What follows belongs to an exercise in optimizing a design on an open flow for small area; a production flow would make more cautious choices.
Function was checked by simulation only, so behaviour that the tests miss may differ from the original.
Power figures rest on the tool's default switching activity, not on a simulated workload.

Design top, start of the top module:
module top(
    input  wire       clk,         
    input  wire       reset,       
    input  wire [3:0] btn,         
    output wire [3:0] led,         
    output wire       error_led,   
    output wire [6:0] seg,         
    output wire [3:0] an           
);
For scale: about 70 flip-flops, about 22 I/O pins, about 3500 µm² of cells after synthesis.
==> flow/config.mk <==
export PLATFORM = sky130hd
export DESIGN_NAME = top
export DESIGN_NICKNAME = top
export VERILOG_FILES = /design/flow/design.v
export SDC_FILE = /design/flow/constraint.sdc
export NUM_CORES = 4
export LEC_CHECK = 0
export CAP_MARGIN = 20
export CORE_MARGIN = 2
export CORE_UTILIZATION = 40
export SLEW_MARGIN = 20
==> flow/constraint.sdc <==
create_clock -name core_clock -period 10.0 [get_ports {clk}]
set_input_delay 2.0000 -clock core_clock [delete_from_list [all_inputs] [get_ports {clk}]]
set_output_delay 2.0000 -clock core_clock [all_outputs]
set_load 0.01 [all_outputs]
run.sh (not shown) runs the stock make flow with config.mk's settings and CLKGATE_MAP_FILE= SYNTH_SCRIPT=/design/flow/synth_recipe.tcl, a recipe that flattens the netlist after the stock synthesis.
The first run went through all stages and came out clean.
Then changed:
Settings changed: CORE_UTILIZATION 40 to 70, CTS_BUF_LIST set to sky130_fd_sc_hd__clkbuf_4, CTS_CLUSTER_DIAMETER set to 100, CTS_CLUSTER_SIZE set to 30.
The changed run produced a clean layout.
Total power is lower by 13%.
Wire length is lower by 4.2%.
Sequential cell count does not change.
Setup slack degrades by 130 ps.
Global-route usage is higher by 10 points.
Hold slack improves by 7.3 ps.

---

top, a different RTL version from the one above (not shown whole).
Size in the first run: ~0.0026 mm2 of cells after synthesis.
Design top, start of the top module:
module top(
    input  wire       clk,         
    input  wire       reset,       
    input  wire [3:0] btn,         
    output wire [3:0] led,         
    output wire       error_led,   
    output wire [6:0] seg,         
    output wire [3:0] an           
);
Settings: LEC_CHECK=0, CAP_MARGIN=20, CORE_MARGIN=2, CORE_UTILIZATION=70, CTS_BUF_LIST=sky130_fd_sc_hd__clkbuf_4, CTS_CLUSTER_DIAMETER=100, CTS_CLUSTER_SIZE=30, SLEW_MARGIN=20; clock period 10.0 ns.
standard.sh (not shown) runs the stock make flow with config.mk's settings and CLKGATE_MAP_FILE= SYNTH_SCRIPT=/design/flow/synth_recipe.tcl, a recipe that flattens the netlist after the stock synthesis.
==> flow/flow/run.sh <==
#!/bin/bash
# Own layout flow: the standard synthesis, its combinational logic re-mapped
# for area (registers untouched, proven equal), then the standard layout
# with port buffers of the smallest buffer cell.
set -euo pipefail
W=$(pwd)
F=$W/flow
R=$W/orfs/results/$FLOW_PLATFORM/top/base
YOSYS=$(readlink -f "$FLOW_HOME/../tools/install/yosys/bin/yosys")
export REMAP_LIB=$FLOW_HOME/platforms/$FLOW_PLATFORM/lib/sky130_fd_sc_hd__tt_025C_1v80.lib
export REMAP_TOP=$FLOW_TOP
export REMAP_SCRIPT=$F/area.abc

bash standard.sh synth > $W/synth.log 2>&1
cp $R/1_2_yosys.v $W/std_1_2_yosys.v
export REMAP_IN=$W/std_1_2_yosys.v
export REMAP_OUT=$W/remap_1_2_yosys.v
if "$YOSYS" -c $F/remap.tcl > $W/remap.log 2>&1 && \
   "$YOSYS" -c $F/equiv.tcl > $W/equiv.log 2>&1; then
  cp $REMAP_OUT $R/1_2_yosys.v
  rm -f $R/1_synth.odb $R/1_synth.sdc
  echo "using re-mapped netlist" > $W/remap_status.txt
else
  echo "re-map failed; using the standard netlist" > $W/remap_status.txt
fi

export BUFFER_PORTS_ARGS="-buffer_cell sky130_fd_sc_hd__buf_1"
export CTS_ARGS="-sink_clustering_enable -repair_clock_nets -sink_clustering_size 30 -sink_clustering_max_diameter 100 -buf_list sky130_fd_sc_hd__clkbuf_4 -dont_use_dummy_load"
bash standard.sh finish > $W/finish.log 2>&1
==> flow/flow/area.abc <==
strash
&get -n
&st
&syn2
&dch -f
&nf -R 1000 -p
&put
topo
dnsize
Other scripts of this flow, unchanged in this note and not shown: flow/flow/equiv.tcl, flow/flow/remap.tcl
==> next run, changes <==
==> flow/flow/area.abc (replaced) <==
strash
&get -n
&st
&syn2
&dch -f
&nf -R 1000
&put
topo
dnsize
Power came out higher slightly.
Worst setup slack improves by 0.28 ns.
Global-route usage came out higher by 3.3 points.
Critical path depth came out higher by 1.
Routed wire length came out higher by a little under a tenth.
Die area came out higher slightly.
Clock-buffer cell count is unchanged.
Via count came out higher slightly.
Synthesized area came out higher slightly.

---

top, a different RTL version from the one above (not shown whole).
Size in the first run: about 260 cells after synthesis, roughly 22 I/O pins, roughly 2700 sq um of cells after synthesis.
clock: 10.0 ns
lec_check: 0
cap_margin: 20
core_margin: 2
core_utilization: 70
cts_buf_list: sky130_fd_sc_hd__clkbuf_4
cts_cluster_diameter: 100
cts_cluster_size: 30
slew_margin: 20
==> flow/flow/run.sh <==
#!/bin/bash
# Own layout flow: the standard synthesis, its combinational logic re-mapped
# for area (registers untouched, proven equal), then the standard layout
# with port buffers of the smallest buffer cell.
set -euo pipefail
W=$(pwd)
F=$W/flow
R=$W/orfs/results/$FLOW_PLATFORM/top/base
YOSYS=$(readlink -f "$FLOW_HOME/../tools/install/yosys/bin/yosys")
export REMAP_LIB=$FLOW_HOME/platforms/$FLOW_PLATFORM/lib/sky130_fd_sc_hd__tt_025C_1v80.lib
export REMAP_TOP=$FLOW_TOP
export REMAP_SCRIPT=$F/area.abc

bash standard.sh synth > $W/synth.log 2>&1
cp $R/1_2_yosys.v $W/std_1_2_yosys.v
export REMAP_IN=$W/std_1_2_yosys.v
export REMAP_OUT=$W/remap_1_2_yosys.v
if "$YOSYS" -c $F/remap.tcl > $W/remap.log 2>&1 && \
   "$YOSYS" -c $F/equiv.tcl > $W/equiv.log 2>&1; then
  cp $REMAP_OUT $R/1_2_yosys.v
  rm -f $R/1_synth.odb $R/1_synth.sdc
  echo "using re-mapped netlist" > $W/remap_status.txt
else
  echo "re-map failed; using the standard netlist" > $W/remap_status.txt
fi

export BUFFER_PORTS_ARGS="-buffer_cell sky130_fd_sc_hd__buf_1"
bash standard.sh finish > $W/finish.log 2>&1
==> flow/flow/area.abc <==
strash
&get -n
&st
&syn2
&dch -f
&nf -R 1000
&put
topo
dnsize
==> flow/flow/equiv.tcl <==
# Prove the re-mapped netlist equal to the standard one (registers paired by name).
set lib $::env(REMAP_LIB)
yosys read_liberty -ignore_miss_func $lib
yosys read_verilog $::env(REMAP_IN)
yosys rename $::env(REMAP_TOP) gold
yosys read_verilog $::env(REMAP_OUT)
yosys rename $::env(REMAP_TOP) gate
yosys flatten
yosys async2sync
yosys opt_clean
yosys equiv_make gold gate eq
yosys hierarchy -top eq
yosys equiv_simple -seq 2
yosys equiv_induct
yosys equiv_status -assert
==> flow/flow/remap.tcl <==
# Re-map the combinational logic of the standard synthesis netlist for area.
# Flip-flops (and tie cells) are kept as they are, with their names and cells.
set lib $::env(REMAP_LIB)
yosys read_liberty -ignore_miss_func $lib
yosys read_verilog -noautowire $::env(REMAP_IN)
yosys hierarchy -top $::env(REMAP_TOP)
yosys setattr -mod -set keep_hierarchy 1 sky130_fd_sc_hd__df* sky130_fd_sc_hd__edf* sky130_fd_sc_hd__sdf* sky130_fd_sc_hd__conb_1
yosys flatten
yosys opt_clean
yosys abc -liberty $lib -script $::env(REMAP_SCRIPT) -dont_use sky130_fd_sc_hd__probe* -dont_use sky130_fd_sc_hd__lpflow_*
yosys opt_clean -purge
yosys select $::env(REMAP_TOP)
yosys write_verilog -noattr -nohex -nodec -selected $::env(REMAP_OUT)
Then changed:
CTS_CLUSTER_DIAMETER = 300   (was 100)
CTS_CLUSTER_SIZE = 60   (was 30)
=>
- The new run produced a clean layout
- register-to-register slack hardly moves
- area after synthesis is unchanged
- final cell count is unchanged
- synthesized cell count does not change
- worst setup slack stays the same
- routed wire length is unchanged
- total power stays the same
- clock skew stays the same

## separate check: timing with driven ports
In the flow no input, the clock included, has a driving cell. The finished layouts below were timed again as built, in two steps.
Step 1, drivers: a clkbuf_16 drives clk and a buf_2 each remaining input, both assumed.
Step 2 moves the port delays by t, midway between the first and last clock arrival at a register: inputs arrive t later, outputs are due t later. That takes back most of the time a late clock gives input paths.
Slacks: ideal / step 1 / step 2; pairs: ideal / step 1.
run | shift t [ns] | slack for setup (ns) | worst setup path after step 2 | worst register clock-pin slew, ns | worst data-port slew with drivers (ns)
the first run of note 1 | 0.363 | 5.713 / 5.685 / 6.048 | register to output | 0.08 / 0.08 | 0.03
the second run of note 1 | 0.430 | 5.582 / 5.557 / 5.988 | register to output | 0.12 / 0.12 | 0.03
the first run of note 2 | 0.400 | 5.465 / 5.441 / 5.841 | register to output | 0.09 / 0.09 | 0.03
the second run of note 2 | 0.420 | 5.742 / 5.718 / 6.139 | register to output | 0.10 / 0.10 | 0.03
the first run of note 3 | 0.406 | 5.465 / 5.439 / 5.845 | register to output | 0.11 / 0.11 | 0.03
the second run of note 3 | 0.406 | 5.465 / 5.439 / 5.845 | register to output | 0.11 / 0.11 | 0.03
After both steps every run listed still meets setup and hold.
